Background: an optimization exercise with open tools, aiming at small area. Do not read the settings as production practice.
The RTL was checked by simulation tests, not by an equivalence proof against the original design.
No activity file was given, so power comes from the tool's default toggle rates.

File: design/flow/design.v
module clock(
    input clk,
    input rst,
    input adjust, up, up_ten,
    input h24, world_clock,
    input usa, england, spain,
    input sw_stopwatch,
    input sw_timer,
    input sw_alarm_set,
    input btn_stp_start,
    input btn_stp_reset,
    input btn_alarm_toggle,
    input btn_alarm_stop,
    output [7:0] seg_data, seg_com, seg7,
    output am, pm,
    output led4, led6, led8,
    output LCD_RS, LCD_RW, LCD_E,
    output [7:0] LCD_DATA,
    output [3:0] rgb_r,
    output piezo_out
    );
    reg [8:0] b;
    reg [2:0] d0, d1, d2;
    reg [1:0] t;             
    wire d0_4 = d0[2];       
    wire d1_4 = d1[2];
    wire d2_4 = d2[2];
    always @(posedge clk or posedge rst) begin
        if (rst) begin
            b <= 0; d0 <= 0; d1 <= 0; d2 <= 0; t <= 0;
        end else begin
            b <= b + 1'b1;
            d0 <= d0_4 ? 3'd0 : d0 + 1'b1;
            if (d0_4) d1 <= d1_4 ? 3'd0 : d1 + 1'b1;
            if (d0_4 && d1_4) d2 <= d2_4 ? 3'd0 : d2 + 1'b1;
            t <= {t[1] ^ t[0], ~t[0] | t[1]};
        end
    end
    wire tick_999 = (b[2:0] == 3'd7) && d0_4 && d1_4 && d2_4;
    wire tick_1hz = (b[2:0] == 3'd0) && (d0 == 0) && (d1 == 0) && (d2 == 0) && (t != 2'b00);
    wire tick_10ms = b[0] && d0_4;
    wire lcd_tick = (t == 2'b10);
    assign LCD_E = (t == 2'b01);
    wire nomode = ~sw_stopwatch & ~sw_timer & ~sw_alarm_set;
    reg p_adj, p_up, p_upt, p_sst, p_srs, p_atg, p_ast, p_nm;
    always @(posedge clk) begin
        p_adj <= adjust; p_up <= up; p_upt <= up_ten;
        p_sst <= btn_stp_start; p_srs <= btn_stp_reset;
        p_atg <= btn_alarm_toggle; p_ast <= btn_alarm_stop;
        p_nm <= nomode;
    end
    wire adj_p = adjust & ~p_adj;
    wire up_p = up & ~p_up;
    wire upt_p = up_ten & ~p_upt;
    wire sst_p = btn_stp_start & ~p_sst;
    wire srs_p = btn_stp_reset & ~p_srs;
    wire atg_p = btn_alarm_toggle & ~p_atg;
    wire ast_p = btn_alarm_stop & ~p_ast;
    wire tc_adj_p = adjust & nomode & ~(p_adj & p_nm);
    wire tc_up_p = up & nomode & ~(p_up & p_nm);
    wire tc_upt_p = up_ten & nomode & ~(p_upt & p_nm);
    reg [1:0] adjust_mode;
    reg [4:0] hr;            
    reg [4:0] ahr;           
    reg [2:0] m10; reg [3:0] m1;
    reg [2:0] s10; reg [3:0] s1;
    always @(posedge clk or posedge rst) begin
        if (rst) adjust_mode <= 0;
        else if (tc_adj_p) adjust_mode <= adjust_mode + 1'b1;
    end
    assign {led4, led6, led8} = (adjust_mode == 2'd1) ? 3'b001 :
                                (adjust_mode == 2'd2) ? 3'b010 :
                                (adjust_mode == 2'd3) ? 3'b100 : 3'b111;
    wire s1_9 = s1[3] & s1[0];
    wire s10_5 = s10[2] & s10[0];
    wire m1_9 = m1[3] & m1[0];
    wire m10_5 = m10[2] & m10[0];
    wire hr_23 = hr[4] & hr[2] & hr[1] & hr[0];
    wire tk = (adjust_mode == 2'd0) & tick_1hz;
    wire md1 = (adjust_mode == 2'd1), md2 = (adjust_mode == 2'd2), md3 = (adjust_mode == 2'd3);
    wire u_one = tc_up_p;                  
    wire u_ten = tc_upt_p & ~tc_up_p;      
    wire inc_s1 = tk | (u_one & md1);
    wire inc_s10 = (inc_s1 & s1_9) | (u_ten & md1);
    wire inc_m1 = (tk & s1_9 & s10_5) | (u_one & md2);
    wire inc_m10 = (inc_m1 & m1_9) | (u_ten & md2);
    wire inc_hr = (tk & s1_9 & s10_5 & m1_9 & m10_5) | (u_one & md3);
    wire add_hr = u_ten & md3;
    always @(posedge clk or posedge rst) begin
        if (rst) begin
            hr <= 0; m10 <= 0; m1 <= 0; s10 <= 0; s1 <= 0;
        end else begin
            if (inc_s1) s1 <= s1_9 ? 4'd0 : s1 + 1'b1;
            if (inc_s10) s10 <= s10_5 ? 3'd0 : s10 + 1'b1;
            if (inc_m1) m1 <= m1_9 ? 4'd0 : m1 + 1'b1;
            if (inc_m10) m10 <= m10_5 ? 3'd0 : m10 + 1'b1;
            if (inc_hr) hr <= hr_23 ? 5'd0 : hr + 5'd1;
            else if (add_hr) hr <= (hr >= 5'd14) ? hr - 5'd14 : hr + 5'd10;
        end
    end
    wire al_disp = sw_alarm_set;
    wire [4:0] hx = al_disp ? ahr : hr;
    reg [4:0] w;
    reg [3:0] dh10, dh1;
    reg am_r, pm_r;
    always @(*) begin
        w = hx;
        if (world_clock && !al_disp) begin
            if (usa) w = (hx < 14) ? hx + 5'd10 : hx - 5'd14;
            else if (england) w = (hx < 9) ? hx + 5'd15 : hx - 5'd9;
            else if (spain) w = (hx < 8) ? hx + 5'd16 : hx - 5'd8;
        end
        if (!(h24 || world_clock || al_disp)) begin
            if (hx == 0) w = 12;
            else if (hx > 12) w = hx - 5'd12;
        end
        dh10 = (w >= 20) ? 4'd2 : (w >= 10) ? 4'd1 : 4'd0;
        dh1 = (w >= 20) ? w - 5'd20 : (w >= 10) ? w - 5'd10 : w;
        am_r = !(h24 || world_clock) && (hr < 12);
        pm_r = !(h24 || world_clock) && (hr >= 12);
    end
    assign am = am_r;
    assign pm = pm_r;
    reg sw_run;
    reg [2:0] sm10; reg [3:0] sm1; reg [2:0] ss10; reg [3:0] ss1; reg [3:0] sc10, sc1;
    reg [2:0] lm10; reg [3:0] lm1; reg [2:0] ls10; reg [3:0] ls1; reg [3:0] lc10, lc1;
    always @(posedge clk or posedge rst) begin
        if (rst) begin
            {sm10, sm1, ss10, ss1, sc10, sc1} <= 0;
            {lm10, lm1, ls10, ls1, lc10, lc1} <= 0;
            sw_run <= 0;
        end else if (sw_stopwatch) begin
            if (sst_p) begin
                sw_run <= ~sw_run;
                if (sw_run) begin
                    lm10 <= sm10; lm1 <= sm1; ls10 <= ss10; ls1 <= ss1; lc10 <= sc10; lc1 <= sc1;
                end
            end
            if (srs_p) begin
                sw_run <= 0;
                {sm10, sm1, ss10, ss1, sc10, sc1} <= 0;
                {lm10, lm1, ls10, ls1, lc10, lc1} <= 0;
            end
            if (sw_run && tick_10ms) begin
                if (sc1[3] & sc1[0]) begin
                    sc1 <= 0;
                    if (sc10[3] & sc10[0]) begin
                        sc10 <= 0;
                        if (ss1[3] & ss1[0]) begin
                            ss1 <= 0;
                            if (ss10[2] & ss10[0]) begin
                                ss10 <= 0;
                                if (sm1[3] & sm1[0]) begin
                                    sm1 <= 0;
                                    if (sm10[2] & sm10[0]) sm10 <= 0; else sm10 <= sm10 + 1'b1;
                                end else sm1 <= sm1 + 1'b1;
                            end else ss10 <= ss10 + 1'b1;
                        end else ss1 <= ss1 + 1'b1;
                    end else sc10 <= sc10 + 1'b1;
                end else sc1 <= sc1 + 1'b1;
            end
        end
    end
    reg [3:0] tm_m10, tm_m1; reg [2:0] tm_s10; reg [3:0] tm_s1;
    reg [3:0] set_m10, set_m1, set_s10;
    reg tm_run, tm_alarm;
    wire tm_zero = (tm_m10 == 0) && (tm_m1 == 0) && (tm_s10 == 0) && (tm_s1 == 0);
    always @(posedge clk or posedge rst) begin
        if (rst) begin
            {tm_m10, tm_m1, tm_s10, tm_s1} <= 0;
            {set_m10, set_m1, set_s10} <= 0;
            tm_run <= 0; tm_alarm <= 0;
        end else if (sw_timer) begin
            if (tm_alarm && ast_p) begin
                tm_alarm <= 0; tm_run <= 0;
            end else if (srs_p) begin
                {tm_m10, tm_m1, tm_s10, tm_s1} <= 0;
                {set_m10, set_m1, set_s10} <= 0;
                tm_run <= 0; tm_alarm <= 0;
            end else if (!tm_run && !tm_alarm) begin
                if (upt_p) begin
                    if (tm_m1[3] & tm_m1[0]) begin
                        tm_m1 <= 0; tm_m10 <= tm_m10 + 1'b1;
                        set_m1 <= 0; set_m10 <= set_m10 + 1'b1;
                    end else begin
                        tm_m1 <= tm_m1 + 1'b1;
                        set_m1 <= set_m1 + 1'b1;
                    end
                end
                if (up_p) begin
                    if (tm_s10[2] & tm_s10[0]) begin
                        tm_s10 <= 0; set_s10 <= 0;
                    end else begin
                        tm_s10 <= tm_s10 + 1'b1; set_s10 <= set_s10 + 1'b1;
                    end
                    tm_s1 <= 0;
                end
            end
            if (adj_p && !tm_alarm && !tm_zero) tm_run <= ~tm_run;
            if (tm_run && tick_999) begin
                if (tm_zero) begin
                    tm_run <= 0; tm_alarm <= 1;
                end else begin
                    if (tm_s1 == 0) begin
                        tm_s1 <= 9;
                        if (tm_s10 == 0) begin
                            tm_s10 <= 5;
                            if (tm_m1 == 0) begin
                                tm_m1 <= 9;
                                tm_m10 <= tm_m10 - 1'b1;    
                            end else tm_m1 <= tm_m1 - 1'b1;
                        end else tm_s10 <= tm_s10 - 1'b1;
                    end else tm_s1 <= tm_s1 - 1'b1;
                end
            end
        end else begin
            tm_alarm <= 0; tm_run <= 0;
        end
    end
    reg [2:0] am10; reg [3:0] am1;
    reg al_en, al_ring;
    always @(posedge clk or posedge rst) begin
        if (rst) begin
            {ahr, am10, am1} <= 0;
            al_en <= 0;
        end else begin
            if (atg_p) al_en <= ~al_en;
            if (sw_alarm_set) begin
                if (srs_p) {ahr, am10, am1} <= 0;
                if (up_p) begin
                    if (am1[3] & am1[0]) begin
                        am1 <= 0;
                        if (am10[2] & am10[0]) am10 <= 0; else am10 <= am10 + 1'b1;
                    end else am1 <= am1 + 1'b1;
                end
                if (upt_p) begin
                    if (ahr[4] & ahr[2] & ahr[1] & ahr[0]) ahr <= 5'd0;
                    else if (srs_p && !(dh1[3] & dh1[0])) ahr <= dh1[3:0] + 5'd1;
                    else ahr <= ahr + 5'd1;
                end
            end
        end
    end
    always @(posedge clk or posedge rst) begin
        if (rst) al_ring <= 0;
        else begin
            if (!al_en || (al_ring && ast_p)) al_ring <= 0;
            else if (!sw_alarm_set && !al_ring) begin
                if (hr == ahr && m10 == am10 && m1 == am1 && s10 == 0 && s1 == 0)
                    al_ring <= 1;
            end
        end
    end
    wire ringing = tm_alarm | al_ring;
    assign piezo_out = ringing & b[0];
    assign rgb_r = {4{ringing & b[8]}};
    reg [2:0] scan;
    always @(*) begin
        case ({t, b[2:0]})
            5'b00000: scan = 3'd0;
            5'b00001: scan = 3'd2;
            5'b00010: scan = 3'd5;
            5'b00011: scan = 3'd1;
            5'b00100: scan = 3'd3;
            5'b00101: scan = 3'd5;
            5'b00110: scan = 3'd2;
            5'b00111: scan = 3'd4;
            5'b01000: scan = 3'd4;
            5'b01001: scan = 3'd0;
            5'b01010: scan = 3'd3;
            5'b01011: scan = 3'd5;
            5'b01100: scan = 3'd1;
            5'b01101: scan = 3'd3;
            5'b01110: scan = 3'd0;
            5'b01111: scan = 3'd2;
            5'b10000: scan = 3'd2;
            5'b10001: scan = 3'd4;
            5'b10010: scan = 3'd1;
            5'b10011: scan = 3'd3;
            5'b10100: scan = 3'd5;
            5'b10101: scan = 3'd1;
            5'b10110: scan = 3'd4;
            5'b10111: scan = 3'd0;
            5'b11000: scan = 3'd0;
            5'b11001: scan = 3'd2;
            5'b11010: scan = 3'd5;
            5'b11011: scan = 3'd1;
            5'b11100: scan = 3'd3;
            5'b11101: scan = 3'd5;
            5'b11110: scan = 3'd2;
            5'b11111: scan = 3'd4;
            default: scan = 3'd0;
        endcase
    end
    reg [3:0] f_h10, f_h1, f_m10, f_m1, f_s10, f_s1;
    always @(*) begin
        if (sw_stopwatch) begin
            f_h10 = sm10; f_h1 = sm1; f_m10 = ss10; f_m1 = ss1; f_s10 = sc10; f_s1 = sc1;
        end else if (sw_timer) begin
            f_h10 = 0; f_h1 = 0; f_m10 = tm_m10; f_m1 = tm_m1; f_s10 = tm_s10; f_s1 = tm_s1;
        end else if (sw_alarm_set) begin
            f_h10 = dh10; f_h1 = dh1; f_m10 = am10; f_m1 = am1; f_s10 = 0; f_s1 = 0;
        end else begin
            f_h10 = dh10; f_h1 = dh1; f_m10 = m10; f_m1 = m1; f_s10 = s10; f_s1 = s1;
        end
    end
    reg [7:0] seg_com_r, seg_data_r;
    reg [3:0] digit;
    always @(*) begin
        case (scan)
            3'd0: begin seg_com_r = 8'b1101_1111; digit = f_h10; end
            3'd1: begin seg_com_r = 8'b1110_1111; digit = f_h1; end
            3'd2: begin seg_com_r = 8'b1111_0111; digit = f_m10; end
            3'd3: begin seg_com_r = 8'b1111_1011; digit = f_m1; end
            3'd4: begin seg_com_r = 8'b1111_1101; digit = f_s10; end
            default: begin seg_com_r = 8'b1111_1110; digit = f_s1; end
        endcase
        case (digit)
            4'h0: seg_data_r[6:0] = ~7'b100_0000;
            4'h1: seg_data_r[6:0] = ~7'b111_1001;
            4'h2: seg_data_r[6:0] = ~7'b010_0100;
            4'h3: seg_data_r[6:0] = ~7'b011_0000;
            4'h4: seg_data_r[6:0] = ~7'b001_1001;
            4'h5: seg_data_r[6:0] = ~7'b001_0010;
            4'h6: seg_data_r[6:0] = ~7'b000_0010;
            4'h7: seg_data_r[6:0] = ~7'b111_1000;
            4'h8: seg_data_r[6:0] = ~7'b000_0000;
            4'h9: seg_data_r[6:0] = ~7'b001_0000;
            default: seg_data_r[6:0] = 7'b000_0000;
        endcase
        seg_data_r[7] = (scan == 3'd1) || (scan == 3'd3);
    end
    assign seg_com = seg_com_r;
    assign seg_data = seg_data_r;
    reg [1:0] z;
    always @(posedge clk or posedge rst) begin
        if (rst) z <= 0;
        else if (!world_clock) z <= 0;
        else if (usa) z <= 2'b01;
        else if (england) z <= 2'b10;
        else if (spain) z <= 2'b11;
        else z <= 0;
    end
    assign seg7 = {1'b0, z[1], z[1] | z[0], z[1] ^ z[0], z[1] | z[0], z[0], z[0] & ~z[1], z[1]};
    reg [5:0] s;
    reg [5:0] dreg;      
    reg [5:0] ld;        
    reg [7:0] ch;        
    wire [3:0] idx = s[3:0];
    always @(*) begin
        ch = 8'h00;
        if (!s[5]) begin
            case (s[3:1])
                3'd0, 3'd1: ch = 8'h38;
                3'd2: ch = 8'h0C;
                3'd3: ch = 8'h01;
                3'd4: ch = 8'h06;
                3'd5: ch = 8'h80;
                3'd6: ch = 8'hC0;
                default: ch = 8'h02;
            endcase
        end else if (!s[4]) begin
            if (sw_stopwatch) begin
                case (idx)
                    0: ch = "M"; 1: ch = "O"; 2: ch = "D"; 3: ch = "E";
                    4: ch = " "; 5: ch = ":"; 6: ch = " ";
                    7: ch = "S"; 8: ch = "T"; 9: ch = "O"; 10: ch = "P";
                    11: ch = "W"; 12: ch = "A"; 13: ch = "T"; 14: ch = "C"; 15: ch = "H";
                endcase
            end else if (sw_timer) begin
                case (idx)
                    0: ch = "M"; 1: ch = "O"; 2: ch = "D"; 3: ch = "E";
                    4: ch = " "; 5: ch = ":"; 6: ch = " ";
                    7: ch = "T"; 8: ch = "I"; 9: ch = "M"; 10: ch = "E";
                    11: ch = "R"; 12: ch = " "; 13: ch = " "; 14: ch = " "; 15: ch = " ";
                endcase
            end else if (sw_alarm_set) begin
                case (idx)
                    0: ch = "A"; 1: ch = "L"; 2: ch = "A"; 3: ch = "R";
                    4: ch = "M"; 5: ch = " "; 6: ch = "S"; 7: ch = "E";
                    8: ch = "T"; 9: ch = " "; 10: ch = ":"; 11: ch = " ";
                    12: ch = "O";
                    13: ch = al_en ? "N" : "F";
                    14: ch = al_en ? " " : "F";
                    15: ch = " ";
                endcase
            end else begin
                case (idx)
                    0: ch = "M"; 1: ch = "O"; 2: ch = "D"; 3: ch = "E";
                    4: ch = " "; 5: ch = ":"; 6: ch = " ";
                    7: ch = h24 ? "2" : "1";
                    8: ch = h24 ? "4" : "2";
                    9: ch = "H";
                    10: ch = " "; 11: ch = "T"; 12: ch = "Y"; 13: ch = "P"; 14: ch = "E"; 15: ch = " ";
                endcase
            end
        end else begin
            if (sw_stopwatch) begin
                case (idx)
                    0: ch = "L"; 1: ch = "A"; 2: ch = "P";
                    3: ch = " "; 4: ch = ":"; 5: ch = " ";
                    6: ch = {5'b00110, lm10}; 7: ch = {4'b0011, lm1};
                    8: ch = ":";
                    9: ch = {5'b00110, ls10}; 10: ch = {4'b0011, ls1};
                    11: ch = ":";
                    12: ch = {4'b0011, lc10}; 13: ch = {4'b0011, lc1};
                    14: ch = " "; 15: ch = " ";
                endcase
            end else if (sw_timer) begin
                case (idx)
                    0: ch = "S"; 1: ch = "E"; 2: ch = "T";
                    3: ch = " "; 4: ch = ":"; 5: ch = " ";
                    6: ch = {4'b0011, set_m10}; 7: ch = {4'b0011, set_m1};
                    8: ch = ":";
                    9: ch = {4'b0011, set_s10}; 10: ch = "0";
                    default: ch = " ";
                endcase
            end else if (sw_alarm_set) begin
                case (idx)
                    0: ch = "T"; 1: ch = "I"; 2: ch = "M"; 3: ch = "E";
                    4: ch = " "; 5: ch = ":"; 6: ch = " ";
                    7: ch = {4'b0011, dh10}; 8: ch = {4'b0011, dh1};
                    9: ch = ":";
                    10: ch = {5'b00110, am10}; 11: ch = {4'b0011, am1};
                    default: ch = " ";
                endcase
            end else begin
                case (idx)
                    0: ch = "Z"; 1: ch = "O"; 2: ch = "N"; 3: ch = "E";
                    4: ch = " "; 5: ch = ":"; 6: ch = " ";
                    default: begin
                        if (world_clock && usa) begin
                            case (idx)
                                7: ch = "U"; 8: ch = "S"; 9: ch = "A"; 10: ch = " ";
                                11: ch = "("; 12: ch = "N"; 13: ch = "Y"; 14: ch = ")"; default: ch = " ";
                            endcase
                        end else if (world_clock && england) begin
                            case (idx)
                                7: ch = "U"; 8: ch = "K"; 9: ch = " "; 10: ch = "(";
                                11: ch = "L"; 12: ch = "O"; 13: ch = "N"; 14: ch = ")"; default: ch = " ";
                            endcase
                        end else if (world_clock && spain) begin
                            case (idx)
                                7: ch = "S"; 8: ch = "P"; 9: ch = "A"; 10: ch = "I";
                                11: ch = "N"; default: ch = " ";
                            endcase
                        end else begin
                            case (idx)
                                7: ch = "K"; 8: ch = "O"; 9: ch = "R"; 10: ch = "E";
                                11: ch = "A"; default: ch = " ";
                            endcase
                        end
                    end
                endcase
            end
        end
    end
    wire s_wr = s[5] | ~s[0];
    always @(posedge clk or posedge rst) begin
        if (rst) begin
            s <= 0; dreg <= 0; ld <= 0;
        end else if (lcd_tick) begin
            ld <= dreg;
            if (s_wr) dreg <= ch[5:0];
            if (s[5]) begin
                if (s[3:0] != 4'd15) s <= s + 1'b1;
                else s <= s[4] ? 6'd14 : 6'd12;
            end else if (s[3:0] == 4'd10) s <= 6'd32;
            else if (s[3:0] == 4'd12) s <= 6'd48;
            else if (s[3:0] == 4'd15) s <= 6'd10;
            else s <= s + 1'b1;
        end
    end
    wire cw2 = (s[5] && s[3:0] > 4'd1) || s == 6'd12 || s == 6'd14 || s == 6'd15 || s == 6'd48;
    assign LCD_DATA = {(s == 6'd33) || (s == 6'd49), (s == 6'd49) || (cw2 && !ld[5]), ld};
    assign LCD_RS = cw2;
    assign LCD_RW = 1'b0;
endmodule
File: design/flow/flow/run.sh
#!/bin/bash
set -euo pipefail
W=$(pwd)
F="$W/flow"

# ORFS's synth.tcl with the logic mapping (abc) replaced by my_abc_best
sed 's#log_cmd abc {\*}$abc_args#my_abc_best $abc_args#' \
    "$FLOW_HOME/scripts/synth.tcl" > "$W/synth_mod.tcl"
grep -q my_abc_best "$W/synth_mod.tcl"
sed "s#source \$::env(SCRIPTS_DIR)/synth.tcl#source $F/abc_best.tcl\nsource $W/synth_mod.tcl#" \
    "$W/synth_recipe.tcl" > "$W/my_synth.tcl"
grep -q synth_mod "$W/my_synth.tcl"
# The standard flow's layout command with that synthesis script
sed "s#SYNTH_SCRIPT=[^ ]*#SYNTH_SCRIPT=$W/my_synth.tcl ADDER_MAP_FILE= 'BUFFER_PORTS_ARGS=-buffer_cell sky130_fd_sc_hd__buf_1' 'MIN_BUF_CELL_AND_PORTS=sky130_fd_sc_hd__buf_1 A X'#" \
    "$W/standard.sh" > "$W/my_standard.sh"
grep -q my_synth "$W/my_standard.sh"

# ABC scripts: two variants (area_e.abc, area_f.abc), several seeds each
RUNS=""
for v in e f; do
    for s in 1 2 3 4 5 6; do
        [[ $v == f && $s -gt 4 ]] && continue
        sed "s/@SEED@/$s/" "$F/area_$v.abc" > "$W/area_$v$s.abc"
        RUNS="$RUNS $v$s"
    done
done
export MY_ABC_DIR="$W"
export MY_ABC_SEEDS="$RUNS"
bash "$W/my_standard.sh" > "$W/flow_make.log" 2>&1
test -f "$W/out/final.def"
File: design/flow/flow/abc_best.tcl
# Map the logic with ABC once per seed in MY_ABC_SEEDS and keep the smallest.
proc my_abc_best {abc_args} {
  global lib_args
  set best -1
  yosys design -save my_abc_pre
  foreach s $::env(MY_ABC_SEEDS) {
    yosys design -load my_abc_pre
    yosys abc {*}[lreplace $abc_args 1 1 "$::env(MY_ABC_DIR)/area_$s.abc"]
    set f "$::env(REPORTS_DIR)/abc_stat_$s.txt"
    yosys tee -q -o $f stat {*}$lib_args
    set fh [open $f r]
    set txt [read $fh]
    close $fh
    if {![regexp {Chip area for module '[^']*': ([0-9.]+)} $txt -> area]} {
      error "no area in $f"
    }
    puts "abc seed $s: area $area"
    if {$best < 0 || $area < $best} {
      set best $area
      yosys design -save my_abc_best
    }
  }
  yosys design -load my_abc_best
  puts "abc best area $best"
}
File: design/flow/flow/area_e.abc
strash
&get -n
&deepsyn -T 40 -S @SEED@
&put
dch -f
amap -A 50 -F 50
strash
dch -f
amap -A 50 -F 50
strash
dch -f
amap -A 50 -F 50
strash
dch -f
amap -A 50 -F 50
strash
dch -f
amap -A 50 -F 50
topo
File: design/flow/flow/area_f.abc
strash
&get -n
&deepsyn -T 60 -S @SEED@
&put
dch -f
amap -A 50 -F 50
strash
dch -f
amap -A 50 -F 50
strash
dch -f
amap -A 50 -F 50
strash
dch -f
amap -A 50 -F 50
strash
dch -f
amap -A 50 -F 50
strash
dch -f
amap -A 50 -F 50
strash
dch -f
amap -A 50 -F 50
strash
dch -f
amap -A 50 -F 50
topo
File: design/flow/standard.sh
#!/bin/bash
# synth_recipe.tcl (not shown) runs the flow's synth.tcl, then flattens the netlist and writes it again
# the make line also repeats each setting of config.mk as NAME=value (left out here)
make -C /OpenROAD-flow-scripts/flow DESIGN_CONFIG=/design/flow/config.mk WORK_HOME=/design/flow/orfs CLKGATE_MAP_FILE= SYNTH_SCRIPT=/design/flow/synth_recipe.tcl "${@:-finish}"
File: design/flow/config.mk
export PLATFORM = sky130hd
export DESIGN_NAME = clock
export DESIGN_NICKNAME = clock
export VERILOG_FILES = /design/flow/design.v
export SDC_FILE = /design/flow/constraint.sdc
export NUM_CORES = 4
export LEC_CHECK = 0
export ABC_AREA = 1
export CAP_MARGIN = 20
export CORE_MARGIN = 2
export CORE_UTILIZATION = 65
export CTS_BUF_LIST = sky130_fd_sc_hd__clkbuf_4 sky130_fd_sc_hd__clkbuf_8
export CTS_CLUSTER_SIZE = 10
export SLEW_MARGIN = 20
File: design/flow/constraint.sdc
create_clock -name core_clock -period 20.0 [get_ports {clk}]
set_input_delay 4.0000 -clock core_clock [delete_from_list [all_inputs] [get_ports {clk}]]
set_output_delay 4.0000 -clock core_clock [all_outputs]
set_load 0.01 [all_outputs]
==> run summary <==
## layout make-up
| cell class | count | share of cell area [%] |
|---|---|---|
| Multi-Input combinational cell | 749 | 42.6 |
| Timing Repair Buffer | 68 | 3.07 |
| Clock buffer | 18 | 2.57 |
| Tap cell | 176 | 2.28 |
| Inverter | 195 | 7.64 |
| Sequential cell | 157 | 40.3 |
| Clock inverter | 14 | 1.53 |
## synth_stat cells, types with 4 or more instances
library cell / count
nor2_1: 189
dfxtp_1: 8
nor2b_1: 9
o221ai_1: 15
a31oi_1: 16
o21a_1: 15
dfrtp_1: 149
a211oi_1: 10
o22a_1: 8
nor3_1: 31
clkinv_1: 195
and2_0: 4
nand3_1: 21
a22o_1: 6
o21ai_0: 103
a222oi_1: 21
o22ai_1: 64
o2111ai_1: 4
o32ai_1: 16
nand2_1: 75
nand4_1: 6
a221oi_1: 13
nor4_1: 9
buf_1: 9
a21oi_1: 56
a22oi_1: 13
## cells by family (layout without fill, tap and decap cells)
logic type,count (synthesis),count (layout),synth area share (%)
buf+inv,204,295,8.75
other cells,2,4,0.0858
compound gates,388,388,29.4
simple gates,357,357,17.3
flops,157,157,44.4
## worst paths after layout
check                                       to  slack [ps]              start  cells past startpoint
max                                seg_data[2]        7260        world_clock                     24
min                          ld[3]$_DFFE_PP0P_         480  ld[3]$_DFFE_PP0P_                      2
max reg2reg                dreg[1]$_DFFE_PP0P_       15100   s[0]$_DFFE_PP0P_                     14
min reg2reg                  ld[3]$_DFFE_PP0P_         480  ld[3]$_DFFE_PP0P_                      2
max in group asynchronous   sc1[1]$_DFFE_PP0P_       14960                rst                      3
min in group asynchronous    hr[2]$_DFFE_PP0P_        3620                rst                      2
## critical path, delay by kind of cell
family | cells | cell delay, ps
buffers and inverters | 6 | 900
AOI/OAI and AO/OA | 10 | 2570
and+or+nand+nor | 8 | 1250
## sequential cells by signal, summed over array words and instances (netlist names), 5 cells and up
register / flops
dreg: 6
b: 9
ahr: 5
s: 6
ld: 6
hr: 5
## routing by layer
metal,up-vias,wire (um),GRT usage (%)
li1,4184,-,-
met4,0,2170,24.8
met2,789,12500,61.1
met5,-,0,0
met1,4370,11300,56.6
met3,212,3660,10.8
## stage by stage
| step | instance area, sq um | hold WS (ps) |
|---|---|---|
| final | 9640 | 482 |
| after global routing | 9640 | 509 |
| after CTS | 9640 | 479 |
| after detailed placement | 9250 | 465 |
| after global placement | 9250 | 451 |
| after floorplan | 8760 | 433 |
## power by group through the flow
stage | Sequential (W) | Combinational [W] | Clock, W
2_1_floorplan | 0.000376 | 0.000122 | 0
3_3_place_gp | 0.000388 | 0.000160 | 0
3_5_place_dp | 0.000388 | 0.000166 | 0
4_1_cts | 0.000382 | 0.000167 | 0.000237
5_1_grt | 0.000387 | 0.000190 | 0.000249
6_report | 0.000384 | 0.000172 | 0.000237
==> metrics.yaml <==
row_count: 42
ys_async_sr_fraction_pct: 94.9
grt_pass1_vias: 8693
swShare_pct: 37.2
hold_buffers: 0
synth_cells: 1108
cts_inserted_buffers: 17
syn_to_final_growth_pct: 10.2
fin_ws_ps: 7260
final_nets: 1205
layout_commonest_cell: "clkinv_1"
cts_sinks: 157
cts_tree: "done"
fp.coreArea_sq_mm: 0.0132
worstPathCellList: "buf_1 -> nand2_1 -> nor2_1 -> clkinv_1 -> nor2_1 -> nand2_1 -> o21ai_0 -> a222oi_1 -> o32ai_1 -> clkinv_1 -> nand2_1 -> o22ai_1 -> nor2b_1 -> o22ai_1 -> o21ai_0 -> clkinv_1 -> o21ai_0 -> a222oi_1 -> nor2_1 -> nor2_1 -> clkinv_1 -> a21oi_1 -> o21bai_1 -> buf_1"
cts_root_buffer: "clkbuf_8"
wl_um: 29600
min_period_ps: 12740
ys_seq_area_share_pct: 44.4
drtIter0Drc: 1743
yosys.cell_types.count: 49
p_sw_w: 0.000295
grt_pass1_wl_um: 46500
h-tree-depth: 4
yosys_warnings: 1
cp-start-kind: "primary input"
power_w: 0.000793
avgSynthCellArea_sq_um: 7.90
synth_ff_type: "dfrtp_1"
grtUsageTotal_pct: 41.9
die_w_um: 120
synth_top_area_share_pct: 42.6
ys_ff_latch: 157
clockBufferDepth: 2
wl_per_cell_um: 21.5
synth_area_sq_mm: 0.00875
cp_slowest_stage_delay_ps: 600
io_pins: 62
power_frac_comb_pct: 21.6
dpl.cell_count: 1345
dpl.hpwl_um: 21700
seqCellArea_sq_mm: 0.00389
place.gp.congestion: 1.10
worst_ir_drop_vdd_mv: 0.0632
clock_latency_ps: 490
grt_max_degree: 77
multiInputGateArea_sq_mm: 0.00411
worst_pin_slew_ps: 1220
port_buffers: 57
utilization_pct: 73.1
synthTopCellsByArea: "dfrtp_1 (43%), clkinv_1 (8.4%), nor2_1 (8.1%), o21ai_0 (5.9%), o22ai_1 (4.6%)"
start_util_pct: 66.4
via_per_inst: 6.94
antenna_found_initial: 0
die-height_um: 120
drive_gt1_share_pct: 3.66
layout_common_cells: "clkinv_1 (194), nor2_1 (189), dfrtp_1 (149)"
n_antenna_cell: 0
critPathMaxFanout: 6
fill_cells: 1049
finalMaxSlewViolations: 0
max_cap_violations: 0
clkTransAtPathRegs_ps: 100
setup_viol: 0
timing.fmax_mhz: 78.5
setup-tns-final_ps: 0
p_per_area_mw_per_mm2: 82.2
clock_skew_ps: 18.1
hold_path_class: "reg2reg"
vias: 9555
cp.required_ps: 16000
place_ws_ps: 7400
hold_viol: 0
slowest_stage: "a222oi_1"
die-area_sq_mm: 0.0144
synth_edf_count: 0
power_frac_seq_pct: 48.4
power_leakage_nw: 3.74
path_class: "in2out"
rsz0062_at_grt: "no"
fin_crit_sh_pct: 63.7
cts_resized: 0
post-cts-setup-buffers: 0
crit_path_end_kind: "output port"
arrival_ps: 8740
ant_nets: 0
power.internal_w: 0.000498
final_cells: 1377
status: "finished clean"
grt.overflow.total: 0
route.detailed.drc: 0
first_pass_iters: 8
yosysTopAreaCell: "dfrtp_1"
clock_power_share_pct: 29.9
slew_headroom_pct: 18.2

## separate check: timing with driven ports
The flow's constraints put no driver on any port. The routed layout listed below was extracted and timed again, unchanged, in two steps.
Step 1: set_driving_cell puts a clkbuf_16 on clk and a buf_2 on each other input, an assumption about the parent block.
Step 2 moves the port delays by t, midway between the first and last clock arrival at a register: inputs arrive t later, outputs are due t later. That takes back most of the time a late clock gives input paths.
a / b / c = no drivers / after step 1 / after step 2; a / b = the first two.
t, ns: 0.520
slack for setup (ns): 7.256 / 7.231 / 7.231
hold slack, ns: 0.482 / 0.482 / 0.482
worst slew at a driven data input, ns: 0.07
After both steps this run still meets setup and hold. The setup slack of this run moves by -0.025 ns with the drivers and by -0.025 ns with both steps.
